Background: an optimization exercise with open tools, aiming at small area and a short achievable clock period. Do not read the settings as production practice.
The RTL was checked by simulation tests, not by an equivalence proof against the original design.

==> try-nickel <==
==> flow/design.v (excerpt) <==
module ParzenWindow_NP (
    input  logic        clk_i,
    input  logic        rst_i,
    input  logic [9:0]  tri_i,
    output logic [25:0] win_o
);
wire [9:0] t = tri_i;
wire sel = |t[9:8];
wire nsel = ~sel;
wire u = ~t[9];
wire t0_n = ~t[0];
wire [19:0] S;
wire clo;
reg [19:0] ra_q, rb_q;
reg  clo_q, k1_q, yen_q;
wire [19:0] Yp;
wire [19:0] Z;
wire p0;
wire p1;
wire p2;
wire p3;
wire p4;
wire p5;
wire p6;
wire p7;
wire p8;
wire p9;
wire p10;
wire p11;
wire p12;
wire p13;
wire p14;
wire p15;
wire p16;
wire p17;
wire p18;
wire p19;
wire p20;
wire p21;
wire p22;
wire p23;
wire p24;
wire p25;
wire p26;
wire p27;
wire p28;
wire p29;
wire p30;
wire p31;
wire p32;
wire p33;
wire p34;
wire p35;
wire p36;
wire p37;
wire p38;
wire p39;
wire p40;
wire p41;
wire p42;
wire p43;
wire p44;
wire s45;
wire c46;
wire s48;
wire c49;
wire s51;
wire c52;
wire s54;
wire c55;
wire s57;
wire c58;
wire s60;
wire c61;
wire s63;
wire c64;
wire s66;
wire c67;
wire s69;
wire c70;
wire s72;
wire c73;
wire s75;
wire c76;
wire s78;
wire c79;
wire s81;
wire c82;
wire s84;
wire c85;
wire s87;
wire c88;
wire s90;
wire c91;
wire s93;
wire c94;
wire s96;
wire c97;
wire s99;
wire c100;
wire s102;
wire c103;
wire s105;
wire c106;
wire s108;
wire c109;
wire s111;
wire c112;
wire s114;
wire c115;
wire s117;
wire c118;
wire s120;
wire c121;
wire s123;
wire c124;
wire s126;
wire c127;
wire sg129;
wire sp130;
wire sg131;
wire sp132;
wire sg133;
wire sp134;
wire sg135;
wire sp136;
wire sg137;
wire sp138;
wire sg139;
wire sp140;
wire sg141;
wire sp142;
wire sg143;
wire sp144;
wire sg145;
wire sp146;
wire sg147;
wire sp148;
wire sg149;
wire sp150;
wire sg151;
wire sp152;
wire sg153;
wire sp154;
wire sg155;
wire sp156;
wire sg157;
wire sp158;
wire sg159;
  ...
==> flow/config.mk <==
export PLATFORM = sky130hd
export DESIGN_NAME = ParzenWindow_NP
export DESIGN_NICKNAME = ParzenWindow_NP
export VERILOG_FILES = /design/flow/design.v
export SDC_FILE = /design/flow/constraint.sdc
export NUM_CORES = 4
export LEC_CHECK = 0
export CAP_MARGIN = 60
export CORE_MARGIN = 2
export CORE_UTILIZATION = 60
export SLEW_MARGIN = 60
export SYNTH_HIERARCHICAL = 1
export SYNTH_MINIMUM_KEEP_SIZE = 0
export SETUP_SLACK_MARGIN = 6.25
export BUFFER_PORTS_ARGS = -buffer_cell sky130_fd_sc_hd__buf_2
==> flow/constraint.sdc <==
create_clock -name core_clock -period 16.0 [get_ports {clk_i}]
set_input_delay 3.2000 -clock core_clock [delete_from_list [all_inputs] [get_ports {clk_i}]]
set_output_delay 3.2000 -clock core_clock [all_outputs]
set_load 0.01 [all_outputs]
standard.sh (not shown) runs the stock make flow with config.mk's settings and CLKGATE_MAP_FILE= SYNTH_SCRIPT=/design/flow/synth_recipe.tcl, a recipe that flattens the netlist after the stock synthesis.
==> flow/flow/run.sh <==
#!/bin/bash
# Layout flow: the standard flow (standard.sh, unchanged, including its
# synthesis) with two extra ORFS settings appended to the work copy of config.mk:
#  - a larger setup-slack target for OpenROAD's timing repair, so the resizer
#    keeps sizing/buffering critical paths past the default target;
set -euo pipefail
MARGIN=${PW_SETUP_MARGIN:-6.25}
{
  echo "export SETUP_SLACK_MARGIN = ${MARGIN}"
  echo "export BUFFER_PORTS_ARGS = -buffer_cell sky130_fd_sc_hd__buf_2"
} >> config.mk
bash standard.sh > flow_standard.log 2>&1
==> try-delta: changes against try-nickel <==
--- a/flow/flow/run.sh
+++ b/flow/flow/run.sh
@@ -6,3 +6,3 @@
 set -euo pipefail
-MARGIN=${PW_SETUP_MARGIN:-6.25}
+MARGIN=${PW_SETUP_MARGIN:-6.75}
 {
--- a/flow/config.mk
+++ b/flow/config.mk
@@ -7,2 +7,3 @@
 export LEC_CHECK = 0
+export ABC_AREA = 1
 export CAP_MARGIN = 60
@@ -10,2 +11,3 @@
 export CORE_UTILIZATION = 60
+export CTS_BUF_LIST = sky130_fd_sc_hd__clkbuf_8
 export SLEW_MARGIN = 60
@@ -13,3 +15,3 @@
 export SYNTH_MINIMUM_KEEP_SIZE = 0
-export SETUP_SLACK_MARGIN = 6.25
+export SETUP_SLACK_MARGIN = 6.75
 export BUFFER_PORTS_ARGS = -buffer_cell sky130_fd_sc_hd__buf_2
==> try-yarrow: changes against try-nickel <==
--- a/flow/flow/run.sh
+++ b/flow/flow/run.sh
@@ -6,3 +6,3 @@
 set -euo pipefail
-MARGIN=${PW_SETUP_MARGIN:-6.25}
+MARGIN=${PW_SETUP_MARGIN:-7}
 {
--- a/flow/config.mk
+++ b/flow/config.mk
@@ -10,2 +10,3 @@
 export CORE_UTILIZATION = 60
+export CTS_BUF_LIST = sky130_fd_sc_hd__clkbuf_8
 export SLEW_MARGIN = 60
@@ -13,3 +14,3 @@
 export SYNTH_MINIMUM_KEEP_SIZE = 0
-export SETUP_SLACK_MARGIN = 6.25
+export SETUP_SLACK_MARGIN = 7
 export BUFFER_PORTS_ARGS = -buffer_cell sky130_fd_sc_hd__buf_2
==> try-sierra: changes against try-nickel <==
--- a/flow/flow/run.sh
+++ b/flow/flow/run.sh
@@ -6,3 +6,3 @@
 set -euo pipefail
-MARGIN=${PW_SETUP_MARGIN:-6.25}
+MARGIN=${PW_SETUP_MARGIN:-7}
 {
--- a/flow/config.mk
+++ b/flow/config.mk
@@ -7,2 +7,3 @@
 export LEC_CHECK = 0
+export ABC_AREA = 1
 export CAP_MARGIN = 60
@@ -10,2 +11,3 @@
 export CORE_UTILIZATION = 60
+export CTS_BUF_LIST = sky130_fd_sc_hd__clkbuf_8
 export SLEW_MARGIN = 60
@@ -13,3 +15,3 @@
 export SYNTH_MINIMUM_KEEP_SIZE = 0
-export SETUP_SLACK_MARGIN = 6.25
+export SETUP_SLACK_MARGIN = 7
 export BUFFER_PORTS_ARGS = -buffer_cell sky130_fd_sc_hd__buf_2
==> summary.txt <==
outcome no timing/DRC/antenna violations; Filler cells 1006; dpl cells 1033; first-pass GRT wire length 31800 um; final core occ 0.723; highest cell delay on the worst timing path 0.60 ns; total routing resource utilization after global routing 0.273
[end of results for try-yarrow]
==> summary.txt <==
dpl cells 1227; pin count of the biggest net entering global routing 31; first-pass GRT wire length 31600 um; final core occ 0.650; highest cell delay on the worst timing path 0.57 ns; outcome no timing/DRC/antenna violations
[end of results for try-sierra]
==> summary.txt <==
total routing resource utilization after global routing 0.252; first-pass GRT wire length 32400 um; final core occ 0.644; Filler cells 1303; outcome no timing/DRC/antenna violations
[end of results for try-delta]
==> summary.txt <==
outcome no timing/DRC/antenna violations; total routing resource utilization after global routing 0.258; first-pass GRT wire length 30200 um; Filler cells 1140
[end of results for try-nickel]

-- port drivers added, routing unchanged --
The flow's constraints put no driver on any port. The routed layouts listed below were extracted and timed again, unchanged, in two steps.
Step 1 sets driving cells, clkbuf_16 on the clock port and buf_2 on the other inputs (assumed; they add their load-dependent delay and slew).
Step 2 times the ports against the registers' clock, not the clock port: input delays grow and output delays shrink by t, the midpoint of the rising clock arrivals with the driver on.
a / b / c = no drivers / after step 1 / after step 2; a / b = the first two.
run	t (ns)	setup WS [ns]	hold WS [ns]	cell pins on the clock port's net
try-nickel	0.326	6.554 / 6.568 / 6.242	3.116 / 3.100 / 3.426	1
try-delta	0.325	7.061 / 7.044 / 6.719	3.139 / 3.132 / 3.456	1
try-yarrow	0.328	6.909 / 6.844 / 6.517	3.102 / 3.098 / 3.425	1
try-sierra	0.336	7.157 / 7.136 / 6.800	3.127 / 3.117 / 3.453	1
After both steps setup and hold are still met in every run listed. The setup slack of try-yarrow, which loses most, moves by -0.065 ns with the drivers and by -0.392 ns with both steps.
